Background: an optimization exercise with open tools, aiming at a short achievable clock period. Do not read the settings as production practice. At most, simulation tests tie the RTL to the original design; equivalence was not proved. Function not checked in run 5: the RTL went through the layout flow alone. No activity file was given, so power comes from the tool's default toggle rates.

`flow/run.sh`:
```
#!/bin/bash
# synth_recipe.tcl (not shown) runs the flow's synth.tcl, then flattens the netlist and writes it again
# the make line also repeats each setting of config.mk as NAME=value (left out here)
make -C /OpenROAD-flow-scripts/flow DESIGN_CONFIG=/design/flow/config.mk WORK_HOME=/design/flow/orfs CLKGATE_MAP_FILE= SYNTH_SCRIPT=/design/flow/synth_recipe.tcl finish
```
`flow/config.mk`:
```
export PLATFORM = sky130hd
export DESIGN_NAME = timer
export DESIGN_NICKNAME = timer
export VERILOG_FILES = /design/flow/design.v
export SDC_FILE = /design/flow/constraint.sdc
export NUM_CORES = 4
export LEC_CHECK = 0
export CAP_MARGIN = 20
export CORE_MARGIN = 2
export CORE_UTILIZATION = 55
export SETUP_SLACK_MARGIN = 1.5
export SLEW_MARGIN = 20
export SYNTH_HIERARCHICAL = 1
```
`flow/constraint.sdc`:
```
create_clock -name core_clock -period 4.0 [get_ports {clk}]
set_input_delay 0.8000 -clock core_clock [delete_from_list [all_inputs] [get_ports {clk}]]
set_output_delay 0.8000 -clock core_clock [all_outputs]
set_load 0.01 [all_outputs]
```
`flow/design.v`:
```
`timescale 1ns / 1ps
module tmr_cmp8(input wire [7:0] a, input wire [7:0] b, output wire gt, output wire eq);
    wire [7:0] g1 = a & ~b;
    wire [7:0] l1 = ~a & b;
    wire [3:0] g2, l2;
    wire [1:0] g4, l4;
    genvar i;
    generate
        for (i = 0; i < 4; i = i + 1) begin : t2
            assign g2[i] = g1[2*i+1] | ~l1[2*i+1] & g1[2*i];
            assign l2[i] = l1[2*i+1] | ~g1[2*i+1] & l1[2*i];
        end
        for (i = 0; i < 2; i = i + 1) begin : t4
            assign g4[i] = g2[2*i+1] | ~l2[2*i+1] & g2[2*i];
            assign l4[i] = l2[2*i+1] | ~g2[2*i+1] & l2[2*i];
        end
    endgenerate
    assign gt = g4[1] | ~l4[1] & g4[0];
    wire   lt = l4[1] | ~g4[1] & l4[0];
    assign eq = ~gt & ~lt;
endmodule
module tmr_xor(input wire a, input wire b, output wire y);
    assign y = a ^ b;
endmodule
module tmr_rd4(input wire [15:0] ahi, input wire [1:0] aw, input wire rstrb,
               input wire [3:0] m0, input wire [3:0] m1,
               input wire [3:0] c0, input wire [3:0] c1,
               output wire [3:0] rd);
    wire en = (ahi == 16'h4000) & rstrb;
    wire e0 = en & (aw == 2'b00);
    wire e1 = en & (aw == 2'b01);
    wire e2 = en & (aw == 2'b10);
    wire e3 = en & (aw == 2'b11);
    assign rd = ({4{e0}} & m0) | ({4{e1}} & m1) | ({4{e2}} & c0) | ({4{e3}} & c1);
endmodule
module tmr_wdec #(parameter [1:0] W = 2'b00)
                (input wire [15:0] ahi, input wire [1:0] aw, input wire [3:0] wr,
                 output wire [3:0] we);
    assign we = {4{(ahi == 16'h4000) & (aw == W)}} & wr;
endmodule
module timer( input  wire clk,
              input  wire rst,
              input  wire [31:0] addr,
              input  wire [31:0] wdata,
              input  wire [3:0]  wr,
              input  wire        rstrb,
              output wire [31:0] rdata,
              output wire        irq);
    reg [63:0] mtime;
    reg [63:0] mtimecmp;
    reg [7:0]  gt_q;       
    reg [7:0]  eq_q;       
    reg        zero_q;     
    reg        rst_q;      
    genvar k;
    generate
        for (k = 0; k < 8; k = k + 1) begin : rd
            tmr_rd4 u (.ahi(addr[31:16]), .aw(addr[3:2]), .rstrb(rstrb),
                       .m0(mtime[4*k +: 4]), .m1(mtime[32 + 4*k +: 4]),
                       .c0(mtimecmp[4*k +: 4]), .c1(mtimecmp[32 + 4*k +: 4]),
                       .rd(rdata[4*k +: 4]));
        end
    endgenerate
    wire [3:0] we_t0, we_t1, we_c0, we_c1;
    tmr_wdec #(.W(2'b00)) u_wt0 (.ahi(addr[31:16]), .aw(addr[3:2]), .wr(wr), .we(we_t0));
    tmr_wdec #(.W(2'b01)) u_wt1 (.ahi(addr[31:16]), .aw(addr[3:2]), .wr(wr), .we(we_t1));
    tmr_wdec #(.W(2'b10)) u_wc0 (.ahi(addr[31:16]), .aw(addr[3:2]), .wr(wr), .we(we_c0));
    tmr_wdec #(.W(2'b11)) u_wc1 (.ahi(addr[31:16]), .aw(addr[3:2]), .wr(wr), .we(we_c1));
    wire [7:0] wm_t = {we_t1, we_t0};
    wire [7:0] wm_c = {we_c1, we_c0};
    wire [7:0] cy;
    assign cy[0] = 1'b1;
    generate
        for (k = 1; k < 8; k = k + 1) begin : cyb
            assign cy[k] = &mtime[8*k-1:0];
        end
    endgenerate
    wire [63:0] mtime_nxt;
    wire [63:0] cmp_nxt;
    wire [7:0]  gt_nxt, eq_nxt, z_nxt;
    generate
        for (k = 0; k < 8; k = k + 1) begin : byt
            wire [7:0] tb = mtime[8*k +: 8];
            wire [7:0] cb = mtimecmp[8*k +: 8];
            wire [7:0] wb = wdata[8*(k%4) +: 8];
            wire [7:0] ti;
            assign ti[0] = ~tb[0];
            genvar i;
            for (i = 1; i < 8; i = i + 1) begin : ib
                tmr_xor u_x (.a(tb[i]), .b(&tb[i-1:0]), .y(ti[i]));
            end
            assign mtime_nxt[8*k +: 8] = wm_t[k] ? wb : (cy[k] ? ti : tb);
            assign cmp_nxt[8*k +: 8]   = wm_c[k] ? wb : cb;
            tmr_cmp8 u_c (.a(mtime_nxt[8*k +: 8]), .b(cmp_nxt[8*k +: 8]),
                          .gt(gt_nxt[k]), .eq(eq_nxt[k]));
            assign z_nxt[k] = ~|cmp_nxt[8*k +: 8];
        end
    endgenerate
    always @(posedge clk or posedge rst) begin
        if (rst)
            mtime <= 64'd0;
        else
            mtime <= mtime_nxt;
    end
    always @(posedge clk or posedge rst) begin
        if (rst)
            rst_q <= 1'b1;
        else
            rst_q <= 1'b0;
    end
    always @(posedge clk) begin
        mtimecmp <= cmp_nxt;
        gt_q     <= gt_nxt;
        eq_q     <= eq_nxt;
        zero_q   <= &z_nxt;
    end
    wire [3:0] g2, e2;
    wire [1:0] g4, e4;
    generate
        for (k = 0; k < 4; k = k + 1) begin : ci2
            assign g2[k] = gt_q[2*k+1] | eq_q[2*k+1] & gt_q[2*k];
            assign e2[k] = eq_q[2*k+1] & eq_q[2*k];
        end
        for (k = 0; k < 2; k = k + 1) begin : ci4
            assign g4[k] = g2[2*k+1] | e2[2*k+1] & g2[2*k];
            assign e4[k] = e2[2*k+1] & e2[2*k];
        end
    endgenerate
    wire ge = g4[1] | e4[1] & (g4[0] | e4[0]);
    assign irq = rst_q ? zero_q : ge;
endmodule
```
==> notes.md, run 1 <==
outcome no timing/DRC/antenna violations; largest family of logic cells by synthesized area simple AND/OR/NAND/NOR gates; Gate Count Post-Synth 1,065; Synth Area in Adders 2.538%; Worst Path Max Fanout 4; Finished Core Util 83.05%; clock buffer depth 2; WP data required 4380 ps; drt first pass iters 6; CP Cell Sequence buf_8 > or4_4 > nor4_4 > buf_4 > buf_4 > and3_4 > mux2_4 > nand2b_4 > maj3_2 > a21o_1 > maj3_2 > nand2_2; most frequent cell after synthesis nand2_1; relative slew slack 51.25%; RSZ-0062 raised after global routing yes; kind of critical path primary input to flip-flop; H-tree Lvls 4; XOR/XNOR Fraction of Synth Area 7.347%; PwrDens 239.0 nW/µm²; Post-Place Cell Area 12,120 µm²; CTS tree built; worst r2r path cells 11; clk sinks 146; layout cells sized above 1 44.52%; Clk Latency, worst-skew pair 440 ps; routability cong. 0.9127; Port-buffer cells 89; Hold Crit Class flip-flop to flip-flop; grt ovf 0; worst hold margin 546.8 ps; Crit path largest cell delay 570 ps; Post-synth EDFFs 0; worst setup path startpoint addr[22]; total I/O pin count 104; first-pass GRT wire length 55,480 µm; nets@finish 1,417; WL final 39,340 µm; pin count of the biggest net entering global routing 40; max-cap viol count 0; root buffer cell clkbuf_16; Hold Path Depth 1; Syn-to-layout area delta 47.00%; Leakage Power 0.006034 µW; Worst Min Path Start mtimecmp[30]; Synth Area in Compound Gates 9.971%; core box area 18,150 µm²; clock-pin slew on the worst setup and hold paths 70 ps; DRC viols 0; Synthesis Warnings 7; FF+latch count, synth 146; Fmax 316.7 MHz; setup TNS 0 ps; Initial DRC Count 1,203; Slowest-stage cell, CP or4_4; Die Area 19,750 µm²; ys async rst share 44.52%; Seq/Total Area, Yosys 31.69%; Final setup viols 0; maximum VDD drop 0.2458 mV; Netlist cell types 66; Tcrit/Tclk final 78.94%; Rows 49; FF-to-FF setup slack 900 ps; Hold Path End mtimecmp[30]; crit end category flip-flop; initial antenna violation count 2; crit path time final 3158 ps; Avg Inst Size Synth 9.627 µm²; routed vias 10.61k; Post-Syn Area 10,250 µm²; final hold violation count 0; mux cell area share after synthesis 18.72%; worst flop-to-flop path startpoint mtime[8]; GRT Resource Usage Total 36.28%; top post-synthesis cells by area dfxtp_1 (16%), dfrtp_1 (16%), mux4_1 (8.2%); cts bufs inserted 17; Initial Utilization 56.49%; cell taking the most area after synthesis dfxtp_1; post-synthesis simple-gate area fraction 26.32%; main flop type after synthesis dfxtp_1; RR Endpoint gt_q[4]; Finished Cell Area 15,070 µm²; post-DR wirelength/cell 24.74 µm; Arrival @ worst endpoint 3540 ps; Max Slew Vio Count 0; Syn Nets 1,136; Worst Max-Slew Pin Slew 730.2 ps; hpwl dp 23,640 µm; Post-DRT Antenna Nets 0; most frequent cells after synthesis nand2_1 (82), dfxtp_1 (81), mux2_2 (69), xor2_1 (67), dfrtp_1 (64); Setup Skew 14.29 ps; Die Width 140.5 µm; die height 140.5 µm; average vias per placed instance 6.675; startpoint types primary input; post-synth top area share 15.82%; number of global-route vias before repair 9,967
worst max-delay path: cells and delay by family:
kind	cells	cell delay, ps
mux	1	330
simple gates	5	1220
fa+ha+maj	2	610
buf+inv	3	370
compound gates	1	200
cells by family after synthesis:
kind of cell	after synthesis
AO/OA/AOI/OAI	164
XOR/XNOR	86
adder cells (fa/ha/maj)	24
buffers and inverters	72
flip-flops	146
multiplexers	131
other	1
AND/OR/NAND/NOR	441
cell usage in the layout (no fill, tap or decap), types with 22 or more instances in the layout:
cell type	count
and3_1	24
buf_6	53
mux2_4	26
inv_1	33
nor3b_2	25
xor2_1	67
o21ai_0	23
a31oi_1	29
mux2_2	44
buf_2	34
clkdlybuf4s50_1	37
nand2_1	72
dfxtp_1	79
nor4_4	22
nor2b_1	42
maj3_2	24
and2_1	26
mux2i_1	29
buf_4	124
dfrtp_1	64
power by group:
part | switching [µW] | leakage [µW] | internal (µW)
Combinational | 212 | 0.00449 | 214
Sequential | 7.32 | 0.00125 | 1470
Clock | 697 | 0.000291 | 1000
timing repair:
item                       4_1_cts  5_1_grt
setup endpoints to repair      168       60
buffers inserted                63       43
gates resized for setup        496      115
hold buffers                     0        0
gates cloned                    12        1
pin swaps                      112       63
Yosys stat by module, one instance, submodules excluded, a selection:
| module | flops+latches | cells inside | copies in the design |
|---|---|---|---|
| tmr_cmp8 | 0 | 33 | 8 |
| tmr_xor | 0 | 1 | 56 |
| timer | 146 | 593 | 1 |
| tmr_rd4 | 0 | 14 | 8 |
per-layer routing:
metal / part of all wire, % / GRT usage (%)
met1: 39 / 47.33
met2: 46 / 57.82
met3: 8.2 / 7.009
met4: 6.3 / 18.37
met5: 0 / 0
through the flow:
step | setup WS [ps] | power (µW) | instances
2_1_floorplan | 750.3 | 1595 | 1065
3_3_place_gp | -63.91 | 1763 | 1437
3_5_place_dp | -89.41 | 1766 | 1437
4_1_cts | 867.1 | 3541 | 1544
5_1_grt | 806.5 | 3663 | 1588
6_report | 842.3 | 3602 | 1590
worst max-delay path by stage:
stage | end | slack [ps]
after detailed placement | eq_q[1] | -90
after CTS | gt_q[5] | 870
after global placement | eq_q[1] | -60
after floorplan | gt_q[6] | 750
after global routing | zero_q | 810
final | gt_q[4] | 840
flip-flops by register name, indices dropped and copies added, names as in the netlist:
signal    cells
rst_q         1
zero_q        1
gt_q          8
mtime        64
eq_q          8
mtimecmp     64
layout make-up:
type	instances	area, µm²
tap	229	286.5
sequential	146	3252
timing repair buffer	288	2819
fill	1029	3077
clock inverter	12	158.9
multi-input combinational	850	7936
clock buffer	20	446.7
antenna	2	5.005
inverter	43	166.4
==> run 2, diff against run 1 <==
--- a/flow/config.mk
+++ b/flow/config.mk
@@ -9,3 +9,4 @@
 export CORE_MARGIN = 2
-export CORE_UTILIZATION = 55
+export CORE_UTILIZATION = 40
+export PLACE_DENSITY = 0.85
 export SETUP_SLACK_MARGIN = 1.5
==> run 2 against run 1 <==
Utilization fell by 25 points. Worst hold slack got worse by 7.2 ps. Critical endpoint is now gt_q[6]. Wire length rose by 8.1%. Critical path type is now flip-flop to flip-flop. Fmax fell by 3.2%. Total power fell by 0.74%. Clock-buffer cell count fell by 2. Setup slack got worse by 110 ps. Highest routed layer is now met5.
==> notes.md, run 2 <==
routability cong. 0.9517 (+4.3%); Post-Syn Area 10,250 µm² (unchanged); most frequent cell after synthesis nand2_1; die height 164.1 µm (+17%); average vias per placed instance 6.659 (-0.25%); ys async rst share 44.52% (unchanged); XOR/XNOR Fraction of Synth Area 7.347% (unchanged); Gate Count Post-Synth 1,065 (unchanged); commonest non-fill, non-tap cell in the layout buf_4; cts bufs inserted 17 (unchanged); Syn-to-layout area delta 43.56%; Post-synth EDFFs 0 (unchanged); Die Area 26,930 µm² (+36%); Setup Skew 11.24 ps (-3.046 ps); number of global-route vias before repair 10.74k (+7.8%); root buffer cell clkbuf_16; Hold Crit Class flip-flop to flip-flop; grt ovf 0 (unchanged); Avg Inst Size Synth 9.627 µm² (unchanged); startpoint types flip-flop; post-synthesis simple-gate area fraction 26.32% (unchanged); ANT cells 0 (-2); most frequent cells in the layout buf_4 (99), dfxtp_1 (80), nand2_1 (74); layout cells sized above 1 41.74% (-2.8 points); WL final 42,530 µm (+8.1%); most frequent cells after synthesis nand2_1 (82), dfxtp_1 (81), mux2_2 (69), xor2_1 (67), dfrtp_1 (64); Initial Utilization 40.71% (-16 points); total I/O pin count 104 (unchanged); Worst Max-Slew Pin Slew 1020 ps (+290.1 ps); largest family of logic cells by synthesized area simple AND/OR/NAND/NOR gates; WP data required 4390 ps (about the same); Worst Path Max Fanout 13 (+9); Synth Area in Adders 2.538% (unchanged); hpwl dp 24,010 µm (+1.6%); clock-pin slew on the worst setup and hold paths 70 ps (about the same); Tcrit/Tclk final 81.58% (+2.6 points); core box area 25,180 µm² (+39%); GRT Resource Usage Total 28.80% (-7.5 points); Leakage Power 0.005712 µW (-5.3%); Final Instance Count excl. Fillers 1,643 (+3.3%); crit end category flip-flop; Rows 58 (+18%); Placed Cells 1,519 (+5.7%); Post-DRT Antenna Nets 0 (unchanged); total design power 3575 µW (-0.74%); kind of critical path flip-flop to flip-flop; routed vias 10.94k (+3.1%); H-tree Lvls 4 (unchanged); Fmax 306.4 MHz (-3.2%); FF+latch count, synth 146 (unchanged); CTS tree built; Initial DRC Count 1,528 (+27%); initial antenna violation count 1 (-1); Synth Area in Compound Gates 9.971% (unchanged); crit path time final 3263 ps (+105.7 ps); final hold violation count 0 (unchanged); Clk Latency, worst-skew pair 450 ps (about the same); Syn Nets 1,136 (unchanged); pin count of the biggest net entering global routing 66 (+65%); setup TNS 0 ps (unchanged); Final setup viols 0 (unchanged); top flop regs mtime (64), mtimecmp (64); main flop type after synthesis dfxtp_1; relative slew slack 31.98% (-19 points); drt first pass iters 7 (+1); Arrival @ worst endpoint 3650 ps (+110 ps); nets@finish 1,371 (-3.2%); cell taking the most area after synthesis dfxtp_1; Netlist cell types 66 (unchanged); post-DR wirelength/cell 25.88 µm (+4.6%); Max Slew Vio Count 0 (unchanged); clk sinks 146 (unchanged); top post-synthesis cells by area dfxtp_1 (16%), dfrtp_1 (16%), mux4_1 (8.2%); DRC viols 0 (unchanged); Port-buffer cells 89 (unchanged); Die Width 164.1 µm (+17%); PwrDens 242.9 nW/µm² (+1.6%); mux cell area share after synthesis 18.72% (unchanged); post-synth top area share 15.82% (unchanged); clock buffer depth 2 (unchanged); max-cap viol count 0 (unchanged); first-pass GRT wire length 59,650 µm (+7.5%); maximum VDD drop 0.3069 mV (+25%); RSZ-0062 raised after global routing yes; outcome no timing/DRC/antenna violations; Seq/Total Area, Yosys 31.69% (unchanged); Synthesis Warnings 7 (unchanged)
run 2: cell counts after synthesis:
No cell type changed its count.
run 2: critical path: stages (launching register included):
cell and delay (ps):
dfrtp_1 550, and4_1 300, and4_4 370, and3_2 530
a31oi_1 230, a21oi_1 410, nor2b_1 180, a21o_1 220
maj3_2 320, nand2_1 100
run 2: path summary, 6_finish.rpt:
check,startpoint,end,slack [ps],cells past startpoint
max,mtime[15],gt_q[6],740,9
min,mtimecmp[19],mtimecmp[19],540,2
max reg2reg,mtime[15],gt_q[6],740,9
min reg2reg,mtimecmp[19],mtimecmp[19],540,2
max in group asynchronous,rst,mtime[21],2350,3
min in group asynchronous,rst,mtime[2],1000,3
run 2: layer usage:
| layer | vias to the layer above | share of wire (%) | GRT usage (%) | wire (µm) |
|---|---|---|---|---|
| met3 | 332 | 12 | 9.495 | 4956 |
| met4 | 2 | 8.4 | 16.47 | 3563 |
| met2 | 894 | 46 | 46.88 | 19470 |
| met5 | - | 0.038 | 0 | 16 |
| met1 | 5233 | 34 | 33.16 | 14520 |
| li1 | 4479 | - | - | - |
run 2: what timing repair did:
item                                    CTS  global route
resized for setup                       443           121
cloned                                    6             1
hold buffers                              0             0
setup buffers                            53            32
pin swaps                                89            76
endpoints found under the setup margin  170            63
run 2: power breakdown:
| group | internal, µW | total [µW] | switching, µW |
|---|---|---|---|
| clock | 1000 | 1710 | 703 |
| sequential | 1470 | 1480 | 7.07 |
| combinational | 184 | 391 | 208 |
| total | 2660 | 3580 | 917 |
run 2: metrics by stage:
step           utilization [%]  worst slack (ps)  hold slack, ps  instance area, µm²
4_1_cts                  55.52             840.5           538.6               13980
6_report                 58.45             736.6           539.6               14720
3_3_place_gp             48.13             50.96           503.1               12120
5_1_grt                  58.45             687.0           573.9               14720
2_1_floorplan                -             750.3           466.8               10540
3_5_place_dp             48.13            -19.31           513.7               12120
run 2: final cells by class:
class                      count  area, µm²
fill                        1813      10460
multi-input combinational    849       7904
sequential                   146       3251
timing repair buffer         243       2367
clock buffer                  18      439.2
tap                          330      412.9
clock inverter                14      178.9
inverter                      43      165.2
run 2: kinds of logic after synthesis:
kind of cell | after synthesis
buf+inv | 72
xor+xnor | 86
mux | 131
fa+ha+maj | 24
compound gates | 164
simple gates | 441
flops | 146
other cells | 1
run 2: per-module statistics from Yosys, one instance, submodules excluded, a selection:
module,flip-flops and latches,cell area [µm²],cells inside
timer,146,6361,593
tmr_cmp8,0,215.2,33
tmr_rd4,0,171.4,14
tmr_xor,0,8.758,1
==> run 3, diff against run 2 <==
--- a/flow/config.mk
+++ b/flow/config.mk
@@ -10,3 +10,2 @@
 export CORE_UTILIZATION = 40
-export PLACE_DENSITY = 0.85
 export SETUP_SLACK_MARGIN = 1.5
==> run 3 against run 2 <==
Still clean. Synthesized cell count unchanged. Clock power is essentially flat. Clock skew fell by 1.0 ps. Worst hold slack worse by 9.8 ps. Largest power group unchanged. Highest routed layer is now met4.
==> notes.md, run 3 <==
most frequent cells after synthesis nand2_1 (82), dfxtp_1 (81), mux2_2 (69), xor2_1 (67), dfrtp_1 (64); Post-DRT Antenna Nets 0 (unchanged); Reg power frac 41.1% (-0.2 points); Post-Syn Area 10,250 µm² (unchanged); clock network fraction of total power 48.3% (+0.6 points); Switch Pwr 886.8 µW (-3.3%); startpoint types primary input; crit end category flip-flop; Final setup viols 0 (unchanged); DRC viols 0 (unchanged); routability cong. 0.9855 (+3.6%); worst flop-to-flop path startpoint mtime[30]; Fmax 327.6 MHz (+6.9%); H-tree Lvls 4 (unchanged); final worst slack 947.4 ps (+210.7 ps); Switching Share 24.68% (-0.97 points); number of global-route vias before repair 9,492 (-12%); top flop regs mtime (64), mtimecmp (64); most frequent cell after synthesis nand2_1; Arrival @ worst endpoint 3430 ps (-220 ps); cts bufs inserted 17 (unchanged); RR Endpoint gt_q[4]; GRT Resource Usage Total 26.91% (-1.9 points); Tcrit/Tclk final 76.32% (-5.3 points); clock-pin slew on the worst setup and hold paths 70 ps (about the same); kind of critical path primary input to flip-flop; relative slew slack 48.20% (+16 points); Worst Max-Slew Pin Slew 775.8 ps (-244.5 ps); Initial DRC Count 847 (-45%); main flop type after synthesis dfxtp_1; Clk Latency, worst-skew pair 430 ps (-20 ps); Finished Core Util 58.64% (+0.19 points); Gate Count Post-Synth 1,065 (unchanged); layout cells sized above 1 41.66% (-0.076 points); Seq/Total Area, Yosys 31.69% (unchanged); routed vias 9,820 (-10%); Post-Place Cell Area 12,170 µm² (+0.39%); outcome no timing/DRC/antenna violations; nets@finish 1,383 (+0.88%); first-pass GRT wire length 55,210 µm (-7.4%); core box area 25,180 µm² (unchanged); die height 164.1 µm (unchanged); drt first pass iters 5 (-2); post-DR wirelength/cell 22.14 µm (-14%); clock buffer depth 2 (unchanged); ANT cells 0 (unchanged); Syn Nets 1,136 (unchanged); crit path time final 3053 ps (-210.7 ps); total I/O pin count 104 (unchanged); maximum VDD drop 0.2707 mV (-12%); hpwl dp 25,130 µm (+4.7%); grt ovf 0 (unchanged); Worst Path Max Fanout 6 (-7); Die Width 164.1 µm (unchanged); CTS tree built; post-synth top area share 15.82% (unchanged); Worst Min Path Start mtimecmp[60]; Rows 58 (unchanged); Syn-to-layout area delta 44.03%; FF+latch count, synth 146 (unchanged); final hold violation count 0 (unchanged); setup TNS 0 ps (unchanged); max-cap viol count 0 (unchanged); Hold Path Depth 1 (-1); commonest non-fill, non-tap cell in the layout buf_4; Gate power share 10.6% (-0.3 points); DP Worst Slack 6.299 ps (+25.61 ps); Netlist cell types 66 (unchanged); cell taking the most area after synthesis dfxtp_1; initial antenna violation count 0 (-1); Hold Crit Class flip-flop to flip-flop; PwrDens 243.3 nW/µm² (+0.15%); FF-to-FF setup slack 1090 ps (+350 ps); pin count of the biggest net entering global routing 38 (-42%); Initial Utilization 40.71% (unchanged); Max Slew Vio Count 0 (unchanged); Setup Skew 10.21 ps (-1.028 ps); WL final 36,650 µm (-14%); top post-synthesis cells by area dfxtp_1 (16%), dfrtp_1 (16%), mux4_1 (8.2%); RSZ-0062 raised after global routing yes; root buffer cell clkbuf_16; clk sinks 146 (unchanged); Finished Cell Area 14,770 µm² (+0.33%); most frequent cells in the layout buf_4 (105), dfxtp_1 (77), nand2_1 (74); Port-buffer cells 89 (unchanged); Post-synth EDFFs 0 (unchanged); Power Internal 2706 µW (+1.8%); Synthesis Warnings 7 (unchanged); Hold Path End mtimecmp[60]; Avg Inst Size Synth 9.627 µm² (unchanged); average vias per placed instance 5.934 (-11%); WP data required 4380 ps (about the same); ys async rst share 44.52% (unchanged); Leakage Power 0.005863 µW (+2.6%); worst r2r path cells 10 (+1); Die Area 26,930 µm² (unchanged)
==> run 3: kinds of logic after synthesis <==
family | count (synthesis) | synth area share [%]
muxes | 131 | 18.72
xor gates and xnor gates | 86 | 7.347
DFF | 146 | 31.69
and+or+nand+nor | 441 | 26.32
buffers and inverters | 72 | 3.368
adders and majority gates | 24 | 2.538
AOI/OAI and AO/OA | 164 | 9.971
other | 1 | 0.03658
==> run 3: area by class of cell <==
class / instances / area, µm²
Fill cell: 2107 / 10420
Multi-Input combinational cell: 852 / 7926
Sequential cell: 146 / 3254
Timing Repair Buffer: 252 / 2386
Clock buffer: 19 / 432.9
Tap cell: 330 / 412.9
Clock inverter: 13 / 183.9
Inverter: 43 / 170.2
==> run 3: Yosys stat by module (local to each module, per instance), excerpt <==
module | cells inside | cell area [µm²]
tmr_xor | 1 | 8.758
tmr_rd4 | 14 | 171.4
tmr_cmp8 | 33 | 215.2
timer | 593 | 6361
==> run 3: worst max-delay path by stage <==
stage | from | endpoint | slack [ps] | cells after the start
after CTS | addr[24] | gt_q[7] | 870 | 12
after detailed placement | addr[27] | eq_q[1] | 6 | 12
final | addr[16] | gt_q[7] | 950 | 13
after floorplan | addr[23] | gt_q[6] | 750 | 10
after global placement | addr[28] | rdata[22] | 60 | 7
after global routing | addr[16] | zero_q | 870 | 10
==> run 3: metal layers <==
layer / global-route usage (%) / up-vias / share of wire, %
met5: 0 / - / 0
li1: - / 4520 / -
met2: 44.52 / 356 / 48
met4: 8.333 / 0 / 2.4
met1: 36.20 / 4887 / 43
met3: 4.167 / 57 / 6.3
==> run 3: repair_timing <==
action                                  in CTS  in global routing
hold buffers                                 0                  0
resized for setup                          462                114
pin swaps                                   83                 73
endpoints found under the setup margin     171                 56
setup buffers                               63                 20
hold endpoints to repair                     0                  0
cloned                                       8                  1
==> run 3: power groups by stage <==
| stage | Sequential (µW) | Combinational [µW] | Clock (µW) |
|---|---|---|---|
| finish | 1480 | 380 | 1730 |
| global route | 1480 | 397 | 1800 |
| global placement | 1510 | 262 | 0 |
| floorplan | 1510 | 89.0 | 0 |
| CTS | 1480 | 352 | 1740 |
| detailed placement | 1510 | 264 | 0 |
==> run 3: stage by stage <==
stage	power, µW	hold WS (ps)	instances
global route	3672	537.6	1655
global placement	1770	503.7	1531
CTS	3573	526.0	1634
floorplan	1595	466.8	1065
detailed placement	1771	510.5	1531
finish	3593	529.8	1655
==> run 3: critical path: stages <==
cell and delay, ps:
buf_8 110, buf_8 130, or4_4 530, nor2_4 120, buf_4 120, and3_4 170
buf_6 130, mux2_4 320, nand2b_4 140, maj3_2 280, a21o_1 210, maj3_2 310
nand2_1 60
==> run 4, diff against run 3 <==
--- a/flow/config.mk
+++ b/flow/config.mk
@@ -10,3 +10,3 @@
 export CORE_UTILIZATION = 40
-export SETUP_SLACK_MARGIN = 1.5
+export SETUP_SLACK_MARGIN = 2.5
 export SLEW_MARGIN = 20
==> run 4 against run 3 <==
Largest power group unchanged. Sequential power about the same. Clock skew about the same. Utilization grew 9.2 points. Largest cell class unchanged. Wire length up 6.5%. Clock power increased by 13%. Die area did not move.
==> notes.md, run 4 <==
Worst Max-Slew Pin Slew 556.7 ps (-219.1 ps); die height 164.1 µm (unchanged); DR WL met2 18,600 µm (+5.5%); Avg Inst Size Synth 9.627 µm² (unchanged); pin count of the biggest net entering global routing 27 (-29%); Hold Crit Class flip-flop to flip-flop; top flop regs mtime (64), mtimecmp (64); clock-pin slew on the worst setup and hold paths 70 ps (about the same); nets@finish 1,469 (+6.2%); Initial Utilization 40.71% (unchanged); hpwl dp 25,440 µm (+1.2%); ys async rst share 44.52% (unchanged); Crit path largest cell delay 490 ps (-40 ps); routability cong. 0.8434 (-14%); clk sinks 146 (unchanged); commonest non-fill, non-tap cell in the layout buf_4; cts bufs inserted 17 (unchanged); final worst slack 973.5 ps (+26.19 ps); FF-to-FF setup slack 1020 ps (-70 ps); WL final 39,050 µm (+6.5%); Max Slew Vio Count 0 (unchanged); Tcrit/Tclk final 75.66% (-0.65 points); Synthesis Warnings 7 (unchanged); average vias per placed instance 5.869 (-1.1%); Seq/Total Area, Yosys 31.69% (unchanged); root buffer cell clkbuf_16; fill cell count 1,801 (-15%); WP data required 4370 ps (about the same); Rows 58 (unchanged); routed vias 10.22k (+4.1%); post-synth top area share 15.82% (unchanged); GRT Resource Usage Total 27.76% (+0.85 points); maximum VDD drop 0.1992 mV (-26%); crit end category flip-flop; worst flop-to-flop path startpoint mtime[28]; number of global-route vias before repair 9,736 (+2.6%); crit path time final 3026 ps (-26.19 ps); RR Endpoint gt_q[6]; total I/O pin count 104 (unchanged); core box area 25,180 µm² (unchanged); RSZ-0062 raised after global routing yes; max-cap viol count 0 (unchanged); Setup Skew 10.34 ps (+0.1288 ps); grt ovf 0 (unchanged); Worst Path Max Fanout 7 (+1); Post-DRT Antenna Nets 0 (unchanged); Arrival @ worst endpoint 3400 ps (-30 ps); worst setup path end gt_q[6]; first-pass GRT wire length 56,880 µm (+3.0%); most frequent cells after synthesis nand2_1 (82), dfxtp_1 (81), mux2_2 (69), xor2_1 (67), dfrtp_1 (64); Die Width 164.1 µm (unchanged); final hold violation count 0 (unchanged); Post-synth EDFFs 0 (unchanged); Final setup viols 0 (unchanged); Fmax 330.4 MHz (+0.87%); Met3 Wirelength 2062 µm (-10%); Syn Nets 1,136 (unchanged); H-tree Lvls 4 (unchanged); FF+latch count, synth 146 (unchanged); cell taking the most area after synthesis dfxtp_1; Top Metal Used met4; Die Area 26,930 µm² (unchanged); Port-buffer cells 89 (unchanged); Initial DRC Count 617 (-27%); main flop type after synthesis dfxtp_1; clock buffer depth 2 (unchanged); relative slew slack 62.55% (+14 points); post-DR wirelength/cell 22.43 µm (+1.3%); total design power 3859 µW (+7.4%); worst r2r path cells 12 (+2); DP Worst Slack -4.813 ps (-11.11 ps); Clk Latency, worst-skew pair 440 ps (about the same); initial antenna violation count 0 (unchanged); drt first pass iters 8 (+3); Syn-to-layout area delta 66.59%; worst setup path startpoint addr[23]; most frequent cells in the layout buf_4 (125), buf_6 (85), dfxtp_1 (78); Slowest-stage cell, CP or4_4; Gate Count Post-Synth 1,065 (unchanged); ANT cells 0 (unchanged); DRC viols 0 (unchanged); layout cells sized above 1 52.45% (+11 points); kind of critical path primary input to flip-flop; wl on met1 17,100 µm (+8.0%); Post-Syn Area 10,250 µm² (unchanged); CTS tree built; Leakage Power 0.006786 µW (+16%); outcome no timing/DRC/antenna violations; Netlist cell types 66 (unchanged); startpoint types primary input; top post-synthesis cells by area dfxtp_1 (16%), dfrtp_1 (16%), mux4_1 (8.2%); PwrDens 226.0 nW/µm² (-7.1%); most frequent cell after synthesis nand2_1; CP Cell Sequence buf_4 > or4_4 > nor4_4 > buf_4 > and3_4 > mux2_4 > nand2b_4 > maj3_2 > a21o_1 > maj3_2 > nand2_1
-- run 4: metal layers --
metal / vias to the layer above / global-route usage (%)
met5: - / 0
met4: 0 / 8.692
met3: 73 / 4.621
met2: 346 / 44.43
met1: 5098 / 38.33
li1: 4701 / -
-- run 4: report_power, final --
part           switching [µW]  internal (µW)  leakage [µW]
logic                     213            217       0.00520
registers                7.50           1470       0.00125
clock network             696           1260      0.000336
total                     916           2940       0.00679
-- run 4: worst min path at each step --
| stage | endpoint | start | slack [ps] | depth (start not counted) |
|---|---|---|---|---|
| floorplan | mtimecmp[22] | mtimecmp[22] | 470 | 1 |
| global placement | mtimecmp[59] | mtimecmp[59] | 500 | 1 |
| detailed placement | mtimecmp[59] | mtimecmp[59] | 510 | 1 |
| CTS | mtimecmp[59] | mtimecmp[59] | 530 | 1 |
| global route | mtimecmp[51] | mtimecmp[51] | 530 | 2 |
| finish | mtimecmp[51] | mtimecmp[51] | 510 | 2 |
-- run 4: critical path: cells and delay by family --
kind / cells / cell delay, ps
AO/OA/AOI/OAI: 1 / 180
adder cells (fa/ha/maj): 2 / 590
buffers and inverters: 2 / 320
multiplexers: 1 / 330
AND/OR/NAND/NOR: 5 / 1150
-- run 4: stage by stage --
step | utilization (%) | instance area, µm² | TNS, ps | cells | hold WS, ps
2_1_floorplan | - | 11750 | 0 | 1065 | 472.8
3_3_place_gp | 52.59 | 13240 | -4.598 | 1517 | 501.7
3_5_place_dp | 52.59 | 13240 | -4.813 | 1517 | 506.9
4_1_cts | 61.91 | 15590 | 0 | 1659 | 531.9
5_1_grt | 67.82 | 17080 | 0 | 1741 | 533.1
6_report | 67.82 | 17080 | 0 | 1741 | 513.2
-- run 4: timing repair --
item,in CTS,in global routing
endpoints found under the setup margin,204,228
cloned,9,2
resized for setup,407,194
pin swaps,64,67
hold buffers,0,0
buffers inserted,101,80
-- run 4: logic make-up after synthesis --
kind of cell / share of synthesized area, %
xor gates and xnor gates: 7.347
muxes: 18.72
other: 0.03658
buffers and inverters: 3.368
adders and majority gates: 2.538
DFF: 31.69
AOI/OAI and AO/OA: 9.971
and+or+nand+nor: 26.32
-- run 4: area by class of cell --
class,count,area [µm²],area share (%)
clock buffers,20,446.7,2.615
clock inverters,12,249.0,1.458
inverters,43,180.2,1.055
multi-input cells,849,8974,52.54
flip-flops and latches,146,3261,19.09
well taps,330,412.9,2.418
repair buffers,341,3556,20.82
-- run 4: Yosys stat by module (local to each module, per instance), excerpt --
module	copies in the design	cells inside	area (µm²)
timer	1	593	6361
tmr_cmp8	8	33	215.2
tmr_rd4	8	14	171.4
tmr_xor	56	1	8.758
==> run 5, diff against run 4 <==
--- a/flow/design.v
+++ b/flow/design.v
@@ -24,6 +24,6 @@
 endmodule
-module tmr_rd4(input wire [15:0] ahi, input wire [1:0] aw, input wire rstrb,
-               input wire [3:0] m0, input wire [3:0] m1,
-               input wire [3:0] c0, input wire [3:0] c1,
-               output wire [3:0] rd);
+module tmr_rd2(input wire [15:0] ahi, input wire [1:0] aw, input wire rstrb,
+               input wire [1:0] m0, input wire [1:0] m1,
+               input wire [1:0] c0, input wire [1:0] c1,
+               output wire [1:0] rd);
     wire en = (ahi == 16'h4000) & rstrb;
@@ -33,3 +33,3 @@
     wire e3 = en & (aw == 2'b11);
-    assign rd = ({4{e0}} & m0) | ({4{e1}} & m1) | ({4{e2}} & c0) | ({4{e3}} & c1);
+    assign rd = ({2{e0}} & m0) | ({2{e1}} & m1) | ({2{e2}} & c0) | ({2{e3}} & c1);
 endmodule
@@ -56,7 +56,7 @@
     generate
-        for (k = 0; k < 8; k = k + 1) begin : rd
-            tmr_rd4 u (.ahi(addr[31:16]), .aw(addr[3:2]), .rstrb(rstrb),
-                       .m0(mtime[4*k +: 4]), .m1(mtime[32 + 4*k +: 4]),
-                       .c0(mtimecmp[4*k +: 4]), .c1(mtimecmp[32 + 4*k +: 4]),
-                       .rd(rdata[4*k +: 4]));
+        for (k = 0; k < 16; k = k + 1) begin : rd
+            tmr_rd2 u (.ahi(addr[31:16]), .aw(addr[3:2]), .rstrb(rstrb),
+                       .m0(mtime[2*k +: 2]), .m1(mtime[32 + 2*k +: 2]),
+                       .c0(mtimecmp[2*k +: 2]), .c1(mtimecmp[32 + 2*k +: 2]),
+                       .rd(rdata[2*k +: 2]));
         end
@@ -93,5 +93,15 @@
             assign cmp_nxt[8*k +: 8]   = wm_c[k] ? wb : cb;
-            tmr_cmp8 u_c (.a(mtime_nxt[8*k +: 8]), .b(cmp_nxt[8*k +: 8]),
-                          .gt(gt_nxt[k]), .eq(eq_nxt[k]));
-            assign z_nxt[k] = ~|cmp_nxt[8*k +: 8];
+            wire g0, e0, g1, e1, g2, e2, g3, e3, g4, e4;
+            tmr_cmp8 u_pc0 (.a(tb), .b(cb), .gt(g0), .eq(e0));
+            tmr_cmp8 u_pc1 (.a(ti), .b(cb), .gt(g1), .eq(e1));
+            tmr_cmp8 u_pw0 (.a(tb), .b(wb), .gt(g2), .eq(e2));
+            tmr_cmp8 u_pw1 (.a(ti), .b(wb), .gt(g3), .eq(e3));
+            tmr_cmp8 u_wc  (.a(wb), .b(cb), .gt(g4), .eq(e4));
+            wire pc_g = cy[k] ? g1 : g0;
+            wire pc_e = cy[k] ? e1 : e0;
+            wire pw_g = cy[k] ? g3 : g2;
+            wire pw_e = cy[k] ? e3 : e2;
+            assign gt_nxt[k] = wm_t[k] ? g4 : (wm_c[k] ? pw_g : pc_g);
+            assign eq_nxt[k] = wm_t[k] ? e4 : (wm_c[k] ? pw_e : pc_e);
+            assign z_nxt[k] = wm_c[k] ? ~|wb : ~|cb;
         end
--- a/flow/config.mk
+++ b/flow/config.mk
@@ -10,3 +10,3 @@
 export CORE_UTILIZATION = 40
-export SETUP_SLACK_MARGIN = 2.5
+export SETUP_SLACK_MARGIN = 1.5
 export SLEW_MARGIN = 20
==> run 5 against run 4 <==
Still clean. Utilization shrank 9.1 points. Non-clock buffer count grew 53. Synthesized cell count grew 97%. Clock-buffer cell count shrank 1. Via count grew 89%. Die area grew 66%. Global-route usage grew 3.5 points. Total power grew 9.7%. Clock power shrank 13%. Cell count grew 74%. Critical path type is now primary input to primary output. Critical endpoint is now rdata[31]. Largest power group unchanged.
==> notes.md, run 5 <==
Die Area 44,620 µm² (+66%); worst hold margin 582.9 ps (+69.69 ps); root buffer cell clkbuf_16; number of global-route vias before repair 18.40k (+89%); first-pass GRT wire length 106,900 µm (+88%); RR Endpoint eq_q[1]; most frequent cell after synthesis nor2b_1; CTS tree built; Leakage Power 0.009131 µW (+35%); total I/O pin count 104 (unchanged); worst r2r path cells 11 (-1); cell taking the most area after synthesis edfxtp_1; top post-synthesis cells by area edfxtp_1 (11%), dfrtp_1 (9.3%), nor2b_1 (7.2%); core box area 42,130 µm² (+67%); routed vias 19.33k (+89%); Avg Inst Size Synth 8.208 µm² (-15%); main flop type after synthesis edfxtp_1; Syn Nets 2,164 (+90%); worst flop-to-flop path startpoint mtime[8]; Die Width 211.2 µm (+29%); Tcrit/Tclk final 79.32% (+3.7 points); Hold Crit Class flip-flop to flip-flop; Gate Count Post-Synth 2,093 (+97%); Netlist cell types 61 (-7.6%); Fmax 315.2 MHz (-4.6%); FF-to-FF setup slack 1300 ps (+280 ps); GRT Resource Usage Total 31.30% (+3.5 points); average vias per placed instance 6.369 (+8.5%); Initial DRC Count 2,201 (+260%); CP Cell Sequence buf_12 > buf_16 > nor4_2 > nand4_1 > buf_6 > nor3b_2 > buf_2; Buf/Inv on CP 4 (+2); cell count along the critical path 7 (-4); outcome no timing/DRC/antenna violations; Rows 75 (+29%); Post-synth EDFFs 64 (+64); Max Slew Vio Count 0 (unchanged); top flop regs mtime (64), mtimecmp (64); Initial Utilization 40.78% (+0.062 points); Final setup viols 0 (unchanged); clock buffer depth 2 (unchanged); post-synth top area share 11.19% (-4.6 points); WL final 72,880 µm (+87%); WP data required 3200 ps (-1170 ps); initial antenna violation count 0 (unchanged); Worst Path Max Fanout 6 (-1); Post-DRT Antenna Nets 0 (unchanged); worst setup path end rdata[31]; ys async rst share 44.52% (unchanged); Worst Min Path Start mtime[0]; kind of critical path primary input to primary output; crit end category primary output; Setup Skew 12.20 ps (+1.860 ps); Top delay family on crit path simple AND/OR/NAND/NOR gates; clk sinks 146 (unchanged); Clk Latency, worst-skew pair 510 ps (+70 ps); most frequent cells after synthesis nor2b_1 (198), inv_1 (172), nand2_1 (170), nand2b_1 (115), xor2_1 (94); DRC viols 0 (unchanged); Arrival @ worst endpoint 2370 ps (-1030 ps); post-DR wirelength/cell 24.02 µm (+7.1%); drt first pass iters 6 (-2); ANT cells 0 (unchanged); Seq/Total Area, Yosys 22.64% (-9.1 points); crit path time final 3173 ps (+146.3 ps); Post-Syn Area 17,180 µm² (+68%); routability cong. 0.8869 (+5.2%); Syn-to-layout area delta 43.94%; max-cap viol count 0 (unchanged); relative slew slack 41.41% (-21 points); Crit path largest cell delay 560 ps (+70 ps); setup TNS 0 ps (unchanged); pin count of the biggest net entering global routing 34 (+26%); grt ovf 0 (unchanged); FF+latch count, synth 146 (unchanged); RSZ-0062 raised after global routing yes; PwrDens 171.3 nW/µm² (-24%); cts bufs inserted 17 (unchanged); Slowest-stage cell, CP nor4_2; die height 211.2 µm (+29%); startpoint types primary input; Port-buffer cells 89 (unchanged); hpwl dp 41,810 µm (+64%); clock-pin slew on the worst setup and hold paths 70 ps (about the same); nets@finish 2,553 (+74%); layout cells sized above 1 33.67% (-19 points); final hold violation count 0 (unchanged); most frequent cells in the layout buf_4 (199), nor2b_1 (192), nand2_1 (168), inv_1 (168), nand2b_1 (115); Post-CTS Hold Buffers 0 (unchanged); H-tree Lvls 4 (unchanged); Worst Max-Slew Pin Slew 876.2 ps (+319.5 ps); commonest non-fill, non-tap cell in the layout buf_4; Synthesis Warnings 7 (unchanged); worst setup path startpoint addr[17]; maximum VDD drop 0.3772 mV (+89%)
==> run 5: cell types whose count changed in the layout (fill, tap and decap cells not counted), sizes merged, moves of 51 or more <==
cell    previous run  this run
buf              298       349
dfxtp             81        17
edfxtp             0        64
inv               41       178
maj3              24       114
mux2              70        17
nand2             82       170
nand2b            27       115
nor2b             55       198
o211ai            16        76
xnor2             19        81
==> run 5: power by group <==
part	internal, µW	total (µW)	switching, µW
clock	898	1700	802
sequential	1570	1590	19.1
combinational	426	944	518
==> run 5: worst reg2reg max path, stage by stage (launching register included) <==
cell,delay (ps)
dfrtp_1,400
buf_6,140
and3_4,170
and3_4,200
xor2_4,210
clkinv_2,90
maj3_2,290
a21o_1,190
nand2_1,80
nor3_1,50
mux4_2,470
mux2_4,310
==> run 5: kinds of logic (layout without fill, tap and decap cells) <==
kind of cell | count (synthesis) | count (layout) | share of synthesized area (%)
fa+ha+maj | 114 | 114 | 7.195
compound gates | 368 | 368 | 14.93
other cells | 1 | 1 | 0.02183
flops | 146 | 146 | 22.64
buf+inv | 238 | 636 | 5.244
mux | 96 | 96 | 8.339
simple gates | 955 | 959 | 32.71
xor+xnor | 175 | 175 | 8.921
==> run 5: stage by stage <==
stage          util (%)  area, µm²  power (µW)  worst slack, ps  cells
2_1_floorplan         -      17310        1890             1399   2093
3_3_place_gp      45.93      19350        2209            230.5   2771
3_5_place_dp      45.93      19350        2224            244.1   2771
4_1_cts           55.78      23500        4137             1119   2982
5_1_grt           58.69      24730        4328            793.8   3034
6_report          58.69      24730        4235            827.2   3034
==> run 5: per-module statistics from Yosys (local to each module, per instance), excerpt <==
module    times used  cells  flip-flops and latches  cell area (µm²)
timer              1    583                     146             6663
tmr_cmp8          38     33                       0            215.2
tmr_rd2           16     10                       0            96.34
tmr_xor           56      1                       0            8.758
==> run 5: repair_timing <==
item                                    4_1_cts  5_1_grt
endpoints found under the setup margin      138      115
gates cloned                                 29        4
buffers inserted                            150       48
pin swaps                                   110       74
gates resized for setup                     620      182
endpoints found under the hold margin         0        0
==> run 5: area by class of cell <==
| class | instances | area, µm² |
|---|---|---|
| timing repair buffer | 394 | 4283 |
| inverter | 210 | 807.0 |
| clock inverter | 13 | 123.9 |
| clock buffer | 19 | 454.2 |
| tap | 539 | 674.4 |
| fill | 3455 | 17400 |
| sequential | 146 | 3938 |
| multi-input combinational | 1713 | 14450 |
==> run 5: metal layers <==
metal	track usage, %	wire length, µm	vias to the layer above
met3	8.519	7564	306
met2	47.62	31810	1055
li1	-	-	8527
met5	0.6674	92	-
met1	41.22	29310	9435
met4	14.52	4093	2
==> run 5: worst min path at each step <==
stage	end	slack (ps)	depth (start not counted)
floorplan	mtime[0]	550	1
global placement	mtime[0]	630	1
detailed placement	mtime[0]	630	1
CTS	mtime[0]	590	1
global route	mtime[0]	620	1
finish	mtime[0]	580	1
==> run 6, diff against run 5 <==
--- a/flow/design.v
+++ b/flow/design.v
@@ -34,2 +34,5 @@
     assign rd = ({2{e0}} & m0) | ({2{e1}} & m1) | ({2{e2}} & c0) | ({2{e3}} & c1);
+endmodule
+module tmr_mux8(input wire s, input wire [7:0] a, input wire [7:0] b, output wire [7:0] y);
+    assign y = s ? a : b;
 endmodule
@@ -92,3 +95,3 @@
             assign mtime_nxt[8*k +: 8] = wm_t[k] ? wb : (cy[k] ? ti : tb);
-            assign cmp_nxt[8*k +: 8]   = wm_c[k] ? wb : cb;
+            tmr_mux8 u_cn (.s(wm_c[k]), .a(wb), .b(cb), .y(cmp_nxt[8*k +: 8]));
             wire g0, e0, g1, e1, g2, e2, g3, e3, g4, e4;
==> run 6 against run 5 <==
Utilization down 1.3 points. First-iteration DRC count down 15%. Critical path depth up 1. Sequential share of layout area down 2.6 points. Register-to-register slack got worse by 20 ps. Final area about the same. Sequential cell count is the same. Area after synthesis grew 1.7%. Clock skew increased by 3.2 ps. Critical path type unchanged. Largest cell class unchanged. Highest routed layer is now met4.
==> notes.md, run 6 <==
outcome no timing/DRC/antenna violations; Netlist cell types 61 (unchanged); CTS tree built; FF+latch count, synth 146 (unchanged); Fmax 302.5 MHz (-4.0%); RSZ-0062 raised after global routing yes; pin count of the biggest net entering global routing 36 (+5.9%); maximum VDD drop 0.3331 mV (-12%); Placed Cells 2,857 (+3.1%); die height 213.0 µm (+0.83%); Gate Count Post-Synth 2,125 (+1.5%); post-DR wirelength/cell 22.68 µm (-5.6%); most frequent cells after synthesis nor2b_1 (193), nand2_1 (180), inv_1 (170), nand2b_1 (115), xor2_1 (94); top flop regs mtime (64), mtimecmp (64); core box area 43,080 µm² (+2.2%); Port-buffer cells 89 (unchanged); Synth Area in Adders 7.075% (-0.12 points); layout cells sized above 1 35.43% (+1.8 points); Synthesis Warnings 7 (unchanged); GRT Resource Usage Total 30.21% (-1.1 points); grt ovf 0 (unchanged); DP Worst Slack 137.2 ps (-106.9 ps); Final setup viols 0 (unchanged); Seq/Total Area, Yosys 18.60% (-4.0 points); Arrival @ worst endpoint 2510 ps (+140 ps); setup TNS 0 ps (unchanged); Setup Skew 15.39 ps (+3.192 ps); Initial DRC Count 1,870 (-15%); total design power 4189 µW (-1.1%); most frequent cell after synthesis nor2b_1; Multi-input gate area 15,120 µm² (+4.6%); ys async rst share 44.52% (unchanged); nets@finish 2,573 (+0.78%); Post-synth EDFFs 0 (-100%); hpwl dp 41,650 µm (-0.39%); Hold Crit Class flip-flop to flip-flop; clk sinks 146 (unchanged); cts bufs inserted 17 (unchanged); drt first pass iters 8 (+2); Synth Area in Compound Gates 13.99% (-0.94 points); Tcrit/Tclk final 82.64% (+3.3 points); final hold violation count 0 (unchanged); most used cell, CP buf_12; WP data required 3200 ps (about the same); Final Instance Count excl. Fillers 3,102 (+2.2%); routed vias 18.97k (-1.8%); cell taking the most area after synthesis dfxtp_1; Die Width 213.0 µm (+0.83%); H-tree Lvls 4 (unchanged); WL final 70,340 µm (-3.5%); final worst slack 694.5 ps (-132.7 ps); total I/O pin count 104 (unchanged); Post-DRT Antenna Nets 0 (unchanged); Initial Utilization 40.56% (-0.22 points); relative slew slack 32.88% (-8.5 points); max-cap viol count 0 (unchanged); DRC viols 0 (unchanged); Max Slew Vio Count 0 (unchanged); Leakage Power 0.009485 µW (+3.9%); Post-CTS Hold Buffers 0 (unchanged); largest family of logic cells by synthesized area simple AND/OR/NAND/NOR gates; routability cong. 0.9156 (+3.2%); most frequent cells in the layout buf_4 (210), nor2b_1 (182), nand2_1 (178); root buffer cell clkbuf_16; Die Area 45,370 µm² (+1.7%); Avg Inst Size Synth 8.222 µm² (+0.17%); Worst Max-Slew Pin Slew 1007 ps (+130.7 ps); Slowest-stage cell, CP nor4_4; XOR/XNOR Fraction of Synth Area 8.873% (-0.049 points); average vias per placed instance 6.115 (-4.0%); crit path time final 3306 ps (+132.8 ps); Crit path largest cell delay 420 ps (-140 ps); Rows 76 (+1.3%); Clk Latency, worst-skew pair 490 ps (-20 ps); post-synth top area share 9.281% (-1.9 points); clock buffer depth 2 (unchanged); number of global-route vias before repair 18.47k (+0.39%); mux cell area share after synthesis 15.20% (+6.9 points); Worst Path Max Fanout 8 (+2); met3 GRT Util 7.148% (-1.4 points); clock-pin slew on the worst setup and hold paths 60 ps (about the same); Reg area 3303 µm² (-16%); Syn Nets 2,196 (+1.5%); Post-Syn Area 17,470 µm² (+1.7%); kind of critical path primary input to primary output; first-pass GRT wire length 105,400 µm (-1.4%); startpoint types primary input; crit end category primary output; CP Cell Sequence buf_8 > buf_12 > buf_12 > nor4_4 > nand4_1 > buf_6 > nor3b_4 > buf_2; initial antenna violation count 2 (+2); met1 usage 37.84% (-3.4 points); GRT met2 Usage 47.37% (-0.25 points); Syn-to-layout area delta 41.50%; top post-synthesis cells by area dfxtp_1 (9.3%), dfrtp_1 (9.2%), nor2b_1 (6.9%); post-synthesis simple-gate area fraction 30.67% (-2.0 points); PwrDens 169.4 nW/µm² (-1.1%); main flop type after synthesis dfxtp_1; commonest non-fill, non-tap cell in the layout buf_4; fill cell count 3,574 (+3.4%); most used routing layer met2
run 6: changes by cell type after synthesis, sizes merged, moves of 10 or more:
cell and change:
mux2 +70, dfxtp +64, edfxtp -64, mux2i +15
nand3 -15, nand2 +12, nor2 -10, o21ai +10
run 6: per-module statistics from Yosys (local to each module, per instance), excerpt:
module,cells,copies in the design
timer,543,1
tmr_cmp8,33,38
tmr_rd2,10,16
tmr_mux8,9,8
tmr_xor,1,56
run 6: timing repair:
action	4_1_cts	5_1_grt
gates cloned	27	3
gates resized for setup	555	181
setup endpoints to repair	165	127
pin swaps	85	89
buffers inserted	122	59
run 6: where the power goes:
group,internal [µW],switching [µW]
combinational,418,502
clock,1030,761
sequential,1470,8.46
total,2920,1270
run 6: area by class of cell:
type | instances | share of cell area (%)
clock buffers | 20 | 1.852
clock inverters | 12 | 0.6731
multi-input cells | 1744 | 61.16
repair buffers | 385 | 16.72
flip-flops and latches | 146 | 13.36
inverters | 208 | 3.254
well taps | 585 | 2.961
diodes | 2 | 0.02024
run 6: logic make-up after synthesis:
family / count (synthesis)
fa+ha+maj: 114
simple gates: 913
buf+inv: 236
xor+xnor: 177
mux: 183
compound gates: 355
flops: 146
other cells: 1
run 6: metrics by stage:
step                cell area [µm²]  utilization, %  hold WS (ps)
floorplan                     17620               -         535.1
global placement              19690           45.72         603.8
detailed placement            19690           45.72         602.4
CTS                           23350           54.22         562.6
global route                  24720           57.39         633.2
finish                        24720           57.39         592.9
run 6: worst paths after layout:
path / slack (ps) / cells after the start / start / end
setup / recovery: 690 / 8 / addr[18] / rdata[13]
hold / removal: 590 / 2 / mtime[0] / mtime[0]
setup reg to reg: 1280 / 10 / mtime[16] / eq_q[2]
hold reg to reg: 590 / 2 / mtime[0] / mtime[0]
max in group asynchronous: 2280 / 3 / rst / rst_q
min in group asynchronous: 860 / 2 / rst / mtime[42]
run 6: worst max-delay path, delay by kind of cell:
family / cells / cell delay, ps
buffers and inverters: 5 / 770
AND/OR/NAND/NOR: 3 / 920
run 6: routing by layer:
layer | wire length, µm | share of wire, %
met5 | 0 | 0
met3 | 6112 | 8.7
met4 | 4620 | 6.6
met2 | 31510 | 45
met1 | 28100 | 40
==> run 7, diff against run 6 <==
--- a/flow/config.mk
+++ b/flow/config.mk
@@ -10,3 +10,3 @@
 export CORE_UTILIZATION = 40
-export SETUP_SLACK_MARGIN = 1.5
+export SETUP_SLACK_MARGIN = 3.5
 export SLEW_MARGIN = 20
==> run 7 against run 6 <==
Still clean. Sequential power about the same. Synthesized cell count unchanged. Total power up 0.58%. Via count down 0.26%. Utilization increased by 2.8 points. First-iteration DRC count is 17% lower. Final area increased by 4.9%. Non-clock buffer count rose by 42. Die area is the same. Critical path depth shrank 1.
==> notes.md, run 7 <==
crit path time final 2904 ps (-401.2 ps); H-tree Lvls 4 (unchanged); DRC viols 0 (unchanged); Buf/Inv on CP 4 (-1); worst hold margin 583.4 ps (-9.528 ps); Crit path largest cell delay 260 ps (-160 ps); WP data required 3200 ps (about the same); Initial DRC Count 1,543 (-17%); root buffer cell clkbuf_16; hpwl dp 40,620 µm (-2.5%); cts bufs inserted 17 (unchanged); total design power 4213 µW (+0.58%); clock network fraction of total power 43.2% (+0.5 points); Port-buffer cells 89 (unchanged); initial antenna violation count 0 (-2); RR Endpoint eq_q[1]; post-DR wirelength/cell 22.33 µm (-1.5%); die height 213.0 µm (unchanged); pin count of the biggest net entering global routing 23 (-36%); Initial Utilization 40.56% (unchanged); Netlist cell types 61 (unchanged); Setup Skew 14.53 ps (-0.8600 ps); worst flop-to-flop path startpoint mtime[9]; drt first pass iters 5 (-3); setup TNS 0 ps (unchanged); ys async rst share 44.52% (unchanged); Post-Syn Area 17,470 µm² (unchanged); routed vias 18.92k (-0.26%); Die Width 213.0 µm (unchanged); FF-to-FF setup slack 1330 ps (+50 ps); worst r2r path cells 11 (+1); final hold violation count 0 (unchanged); most frequent cells in the layout nor2b_1 (191), buf_4 (175), inv_1 (165); top post-synthesis cells by area dfxtp_1 (9.3%), dfrtp_1 (9.2%), nor2b_1 (6.9%); nets@finish 2,619 (+1.8%); main flop type after synthesis dfxtp_1; Worst Path Max Fanout 5 (-3); Post-DRT Antenna Nets 0 (unchanged); Final setup viols 0 (unchanged); Power Internal 2940 µW (+0.81%); Switch Pwr 1272 µW (about the same); kind of critical path primary input to primary output; Post-synth EDFFs 0 (unchanged); layout cells sized above 1 38.89% (+3.5 points); Fmax 344.3 MHz (+14%); routability cong. 0.8426 (-8.0%); cell taking the most area after synthesis dfxtp_1; maximum VDD drop 0.2833 mV (-15%); Reg power frac 35.2% (about the same); FF+latch count, synth 146 (unchanged); clk sinks 146 (unchanged); Syn Nets 2,196 (unchanged); number of global-route vias before repair 18.22k (-1.3%); clock-pin slew on the worst setup and hold paths 70 ps (about the same); Gate power share 21.6% (-0.4 points); Hold Crit Class flip-flop to flip-flop; final worst slack 1096 ps (+401.2 ps); Post-CTS Hold Buffers 0 (unchanged); Placed Cells 2,824 (-1.2%); max-cap viol count 0 (unchanged); Tcrit/Tclk final 72.61% (-10 points); startpoint types primary input; outcome no timing/DRC/antenna violations; first-pass GRT wire length 105,800 µm (+0.38%); fill cell count 3,450 (-3.5%); most frequent cell after synthesis nor2b_1; Gate Count Post-Synth 2,125 (unchanged); Seq/Total Area, Yosys 18.60% (unchanged); most used cell, CP buf_12; Rows 76 (unchanged); Leakage Power 0.009979 µW (+5.2%); core box area 43,080 µm² (unchanged); Top delay family on crit path simple AND/OR/NAND/NOR gates; Syn-to-layout area delta 48.42%; Hold Path Depth 2 (unchanged); Worst Min Path Start mtime[0]; relative slew slack 39.87% (+7.0 points); grt ovf 0 (unchanged); Slowest-stage cell, CP nor4_4; Die Area 45,370 µm² (unchanged); Worst Max-Slew Pin Slew 902.0 ps (-104.8 ps); DP Worst Slack 190.7 ps (+53.51 ps); Avg Inst Size Synth 8.222 µm² (unchanged); RSZ-0062 raised after global routing yes; Hold Path End mtime[0]; crit end category primary output; Max Slew Vio Count 0 (unchanged); GRT Resource Usage Total 30.16% (-0.049 points); post-synth top area share 9.281% (unchanged); Synthesis Warnings 7 (unchanged); average vias per placed instance 6.014 (-1.7%); total I/O pin count 104 (unchanged); PwrDens 162.5 nW/µm² (-4.1%); clock buffer depth 2 (unchanged); Arrival @ worst endpoint 2100 ps (-410 ps); CP Cell Sequence buf_12 > buf_12 > nor4_4 > nand4_1 > buf_4 > nor3b_4 > buf_2; most frequent cells after synthesis nor2b_1 (193), nand2_1 (180), inv_1 (170), nand2b_1 (115), xor2_1 (94); Final Instance Count excl. Fillers 3,146 (+1.4%); commonest non-fill, non-tap cell in the layout nor2b_1; Clk Latency, worst-skew pair 470 ps (-20 ps); WL final 70,240 µm (-0.14%); Switching Share 30.20% (-0.16 points); top flop regs mtime (64), mtimecmp (64); CTS tree built; ANT cells 0 (-2)
[run 7: repair_timing]
action / in CTS / in global routing
gates cloned: 33 / 3
pin swaps: 123 / 99
gates resized for setup: 544 / 172
endpoints found under the setup margin: 243 / 243
setup buffers: 190 / 64
[run 7: cell families after synthesis]
kind of cell / Yosys count / synth area share [%]
and+or+nand+nor: 913 / 30.67
AOI/OAI and AO/OA: 355 / 13.99
buffers and inverters: 236 / 5.564
muxes: 183 / 15.20
xor gates and xnor gates: 177 / 8.873
DFF: 146 / 18.60
adders and majority gates: 114 / 7.075
other: 1 / 0.02146
[run 7: through the flow]
step,instance area (µm²),utilization [%]
floorplan,18770,-
global placement,20440,47.45
detailed placement,20440,47.45
CTS,24650,57.24
global route,25930,60.20
finish,25930,60.20
[run 7: worst max path at each step]
stage	start	cells after the start	slack (ps)	to
detailed placement	addr[17]	6	190	rdata[19]
floorplan	addr[29]	5	1470	gt_q[2]
global placement	addr[17]	6	210	rdata[16]
CTS	addr[16]	7	1100	rdata[14]
finish	addr[17]	7	1100	rdata[6]
global route	addr[17]	7	1060	rdata[6]
[run 7: area by class of cell]
class / count / area [µm²] / area share (%)
sequential: 146 / 3303 / 12.74
tap: 585 / 732.0 / 2.823
timing repair buffer: 427 / 4742 / 18.29
multi-input combinational: 1748 / 15730 / 60.65
inverter: 208 / 803.3 / 3.098
clock inverter: 14 / 185.2 / 0.7141
clock buffer: 18 / 439.2 / 1.694
[run 7: power groups by stage]
stage | Combinational [µW] | Clock, µW | Sequential [µW]
2_1_floorplan | 291 | 0 | 1510
3_3_place_gp | 630 | 0 | 1510
3_5_place_dp | 643 | 0 | 1510
4_1_cts | 847 | 1830 | 1480
5_1_grt | 954 | 1890 | 1480
6_report | 911 | 1820 | 1480
[run 7: layer usage]
metal  GRT usage (%)  part of all wire, %
met1           39.47                   41
met2           50.33                   48
met3           4.795                  7.1
met4           10.54                  3.8
met5               0                    0
[run 7: worst reg2reg max path: cells and delay by family, from the launching register on]
| kind | cells | cell delay, ps |
|---|---|---|
| buffers and inverters | 2 | 210 |
| XOR/XNOR | 1 | 200 |
| AND/OR/NAND/NOR | 4 | 500 |
| adder cells (fa/ha/maj) | 1 | 290 |
| flip-flops | 1 | 430 |
| AO/OA/AOI/OAI | 1 | 180 |
| multiplexers | 2 | 750 |
[run 7: modules after synthesis (local to each module, per instance), excerpt]
module    flip-flops and latches  cells inside  times used
tmr_mux8                       0             9           8
tmr_rd2                        0            10          16
timer                        146           543           1
tmr_cmp8                       0            33          38
tmr_xor                        0             1          56
==> run 8, diff against run 7 <==
--- a/flow/config.mk
+++ b/flow/config.mk
@@ -10,3 +10,3 @@
 export CORE_UTILIZATION = 40
-export SETUP_SLACK_MARGIN = 3.5
+export SETUP_SLACK_MARGIN = 3.0
 export SLEW_MARGIN = 20
==> run 8 against run 7 <==
Combinational power fell by 5.2%. Cell count fell by 1.0%. Via count fell by 1.7%. Sequential cell count did not move. Setup slack improved by 26 ps.
==> notes.md, run 8 <==
cts bufs inserted 17 (unchanged); Switching Share 29.95% (-0.25 points); maximum VDD drop 0.2982 mV (+5.2%); average vias per placed instance 5.973 (-0.69%); first-pass GRT wire length 104,300 µm (-1.4%); Post-Syn Area 17,470 µm² (unchanged); Final setup viols 0 (unchanged); routed vias 18.60k (-1.7%); worst hold margin 583.2 ps (-0.2250 ps); Multi-input gate area 15,700 µm² (-0.19%); Post-synth EDFFs 0 (unchanged); Rows 76 (unchanged); max-cap viol count 0 (unchanged); Die Width 213.0 µm (unchanged); Arrival @ worst endpoint 2080 ps (-20 ps); WP data required 3200 ps (about the same); Fmax 347.4 MHz (+0.90%); Leakage Power 0.009723 µW (-2.6%); Initial DRC Count 1,396 (-9.5%); Power Internal 2914 µW (-0.90%); top post-synthesis cells by area dfxtp_1 (9.3%), dfrtp_1 (9.2%), nor2b_1 (6.9%); post-synth top area share 9.281% (unchanged); Hold Path Depth 2 (unchanged); Max Slew Vio Count 0 (unchanged); Syn-to-layout area delta 45.37%; Port-buffer cells 89 (unchanged); worst flop-to-flop path startpoint mtime[18]; clock buffer depth 2 (unchanged); Seq/Total Area, Yosys 18.60% (unchanged); Hold Crit Class flip-flop to flip-flop; initial antenna violation count 2 (+2); Switch Pwr 1246 µW (-2.1%); commonest non-fill, non-tap cell in the layout nor2b_1; most frequent cells in the layout nor2b_1 (190), buf_4 (179), inv_1 (165); post-DR wirelength/cell 21.83 µm (-2.2%); ANT cells 0 (unchanged); layout cells sized above 1 37.80% (-1.1 points); Worst Path Max Fanout 5 (unchanged); main flop type after synthesis dfxtp_1; Synth Area in Compound Gates 13.99% (unchanged); number of global-route vias before repair 18.16k (-0.32%); startpoint types primary input; die height 213.0 µm (unchanged); root buffer cell clkbuf_16; Worst Max-Slew Pin Slew 882.8 ps (-19.16 ps); DP Worst Slack 190.7 ps (unchanged); FF-to-FF setup slack 1290 ps (-40 ps); crit path time final 2878 ps (-26.05 ps); routability cong. 0.8426 (unchanged); WL final 67,980 µm (-3.2%); clock network fraction of total power 43.6% (+0.4 points); clock-pin slew on the worst setup and hold paths 70 ps (about the same); largest family of logic cells by synthesized area simple AND/OR/NAND/NOR gates; GRT Resource Usage Total 29.68% (-0.48 points); post-synthesis simple-gate area fraction 30.67% (unchanged); outcome no timing/DRC/antenna violations; most frequent cells after synthesis nor2b_1 (193), nand2_1 (180), inv_1 (170), nand2b_1 (115), xor2_1 (94); H-tree Lvls 4 (unchanged); worst r2r path cells 9 (-2); relative slew slack 41.14% (+1.3 points); kind of critical path primary input to primary output; most frequent cell after synthesis nor2b_1; Reg power frac 35.7% (+0.5 points); total I/O pin count 104 (unchanged); Worst Min Path Start mtime[0]; hpwl dp 40,620 µm (unchanged); Clk Latency, worst-skew pair 460 ps (about the same); XOR/XNOR Fraction of Synth Area 8.873% (unchanged); Reg area 3303 µm² (unchanged); mux cell area share after synthesis 15.20% (unchanged); DRC viols 0 (unchanged)
==> run 8: cell count changes in the layout (fill, tap and decap cells not counted), sizes merged <==
| cell | change |
|---|---|
| buf | -34 |
| bufbuf | +2 |
==> run 8: worst max path at each step <==
stage / from / to / slack (ps) / cells after the start
after global placement: addr[17] / rdata[16] / 210 / 6
after detailed placement: addr[17] / rdata[19] / 190 / 6
final: addr[17] / rdata[6] / 1120 / 7
after global routing: addr[17] / rdata[6] / 1070 / 7
after CTS: addr[16] / rdata[14] / 1100 / 7
after floorplan: addr[29] / gt_q[2] / 1470 / 5
==> run 8: timing repair <==
item                                    in CTS  in global routing
hold buffers                                 0                  0
setup buffers                              183                 44
endpoints found under the setup margin     232                179
pin swaps                                  123                 81
cloned                                      29                  2
resized for setup                          528                138
==> run 8: layout make-up <==
type / count / area share [%]
multi-input cells: 1748 / 61.80
clock buffers: 18 / 1.729
well taps: 585 / 2.882
repair buffers: 395 / 16.68
inverters: 208 / 3.172
clock inverters: 14 / 0.7291
flip-flops and latches: 146 / 13.00
==> run 8: layer usage <==
layer,global-route usage (%),routed length (µm),vias up
met4,10.25,2295,2
met1,38.91,28570,9220
li1,-,-,8568
met2,49.46,32540,675
met3,4.780,4564,134
met5,0,11,-
==> run 8: per-stage QoR <==
stage | util [%] | area, µm² | power (µW) | instances
after global placement | 47.45 | 20440 | 2140 | 2824
after detailed placement | 47.45 | 20440 | 2154 | 2824
final | 58.96 | 25400 | 4160 | 3114
after global routing | 58.96 | 25400 | 4280 | 3114
after floorplan | - | 18770 | 1798 | 2125
after CTS | 56.73 | 24440 | 4130 | 3068
==> run 8: critical path, stage by stage <==
cell,delay (ps)
buf_12,120
buf_12,140
nor4_4,250
nand4_1,190
buf_4,200
nor3b_4,200
buf_2,170
==> run 8: logic make-up after synthesis <==
group	count (synthesis)
and+or+nand+nor	913
muxes	183
DFF	146
adders and majority gates	114
other	1
xor gates and xnor gates	177
buffers and inverters	236
AOI/OAI and AO/OA	355
==> run 8: per-module statistics from Yosys, one instance, submodules excluded, a selection <==
module | cells inside | times used
tmr_xor | 1 | 56
tmr_rd2 | 10 | 16
timer | 543 | 1
tmr_cmp8 | 33 | 38
tmr_mux8 | 9 | 8
==> run 8: power groups by stage <==
stage / combinational [µW] / clock, µW / sequential [µW]
after floorplan: 291 / 0 / 1510
after global placement: 630 / 0 / 1510
after detailed placement: 643 / 0 / 1510
after CTS: 817 / 1830 / 1480
after global routing: 910 / 1890 / 1480
final: 864 / 1810 / 1480

Check on run 8: ideal ports give 1.122 ns setup slack; a clkbuf_16 on the clock port and buf_2 on the inputs give 1.046 ns; moving port delays by the midpoint clock arrival (0.514 ns) as well gives 0.902 ns.
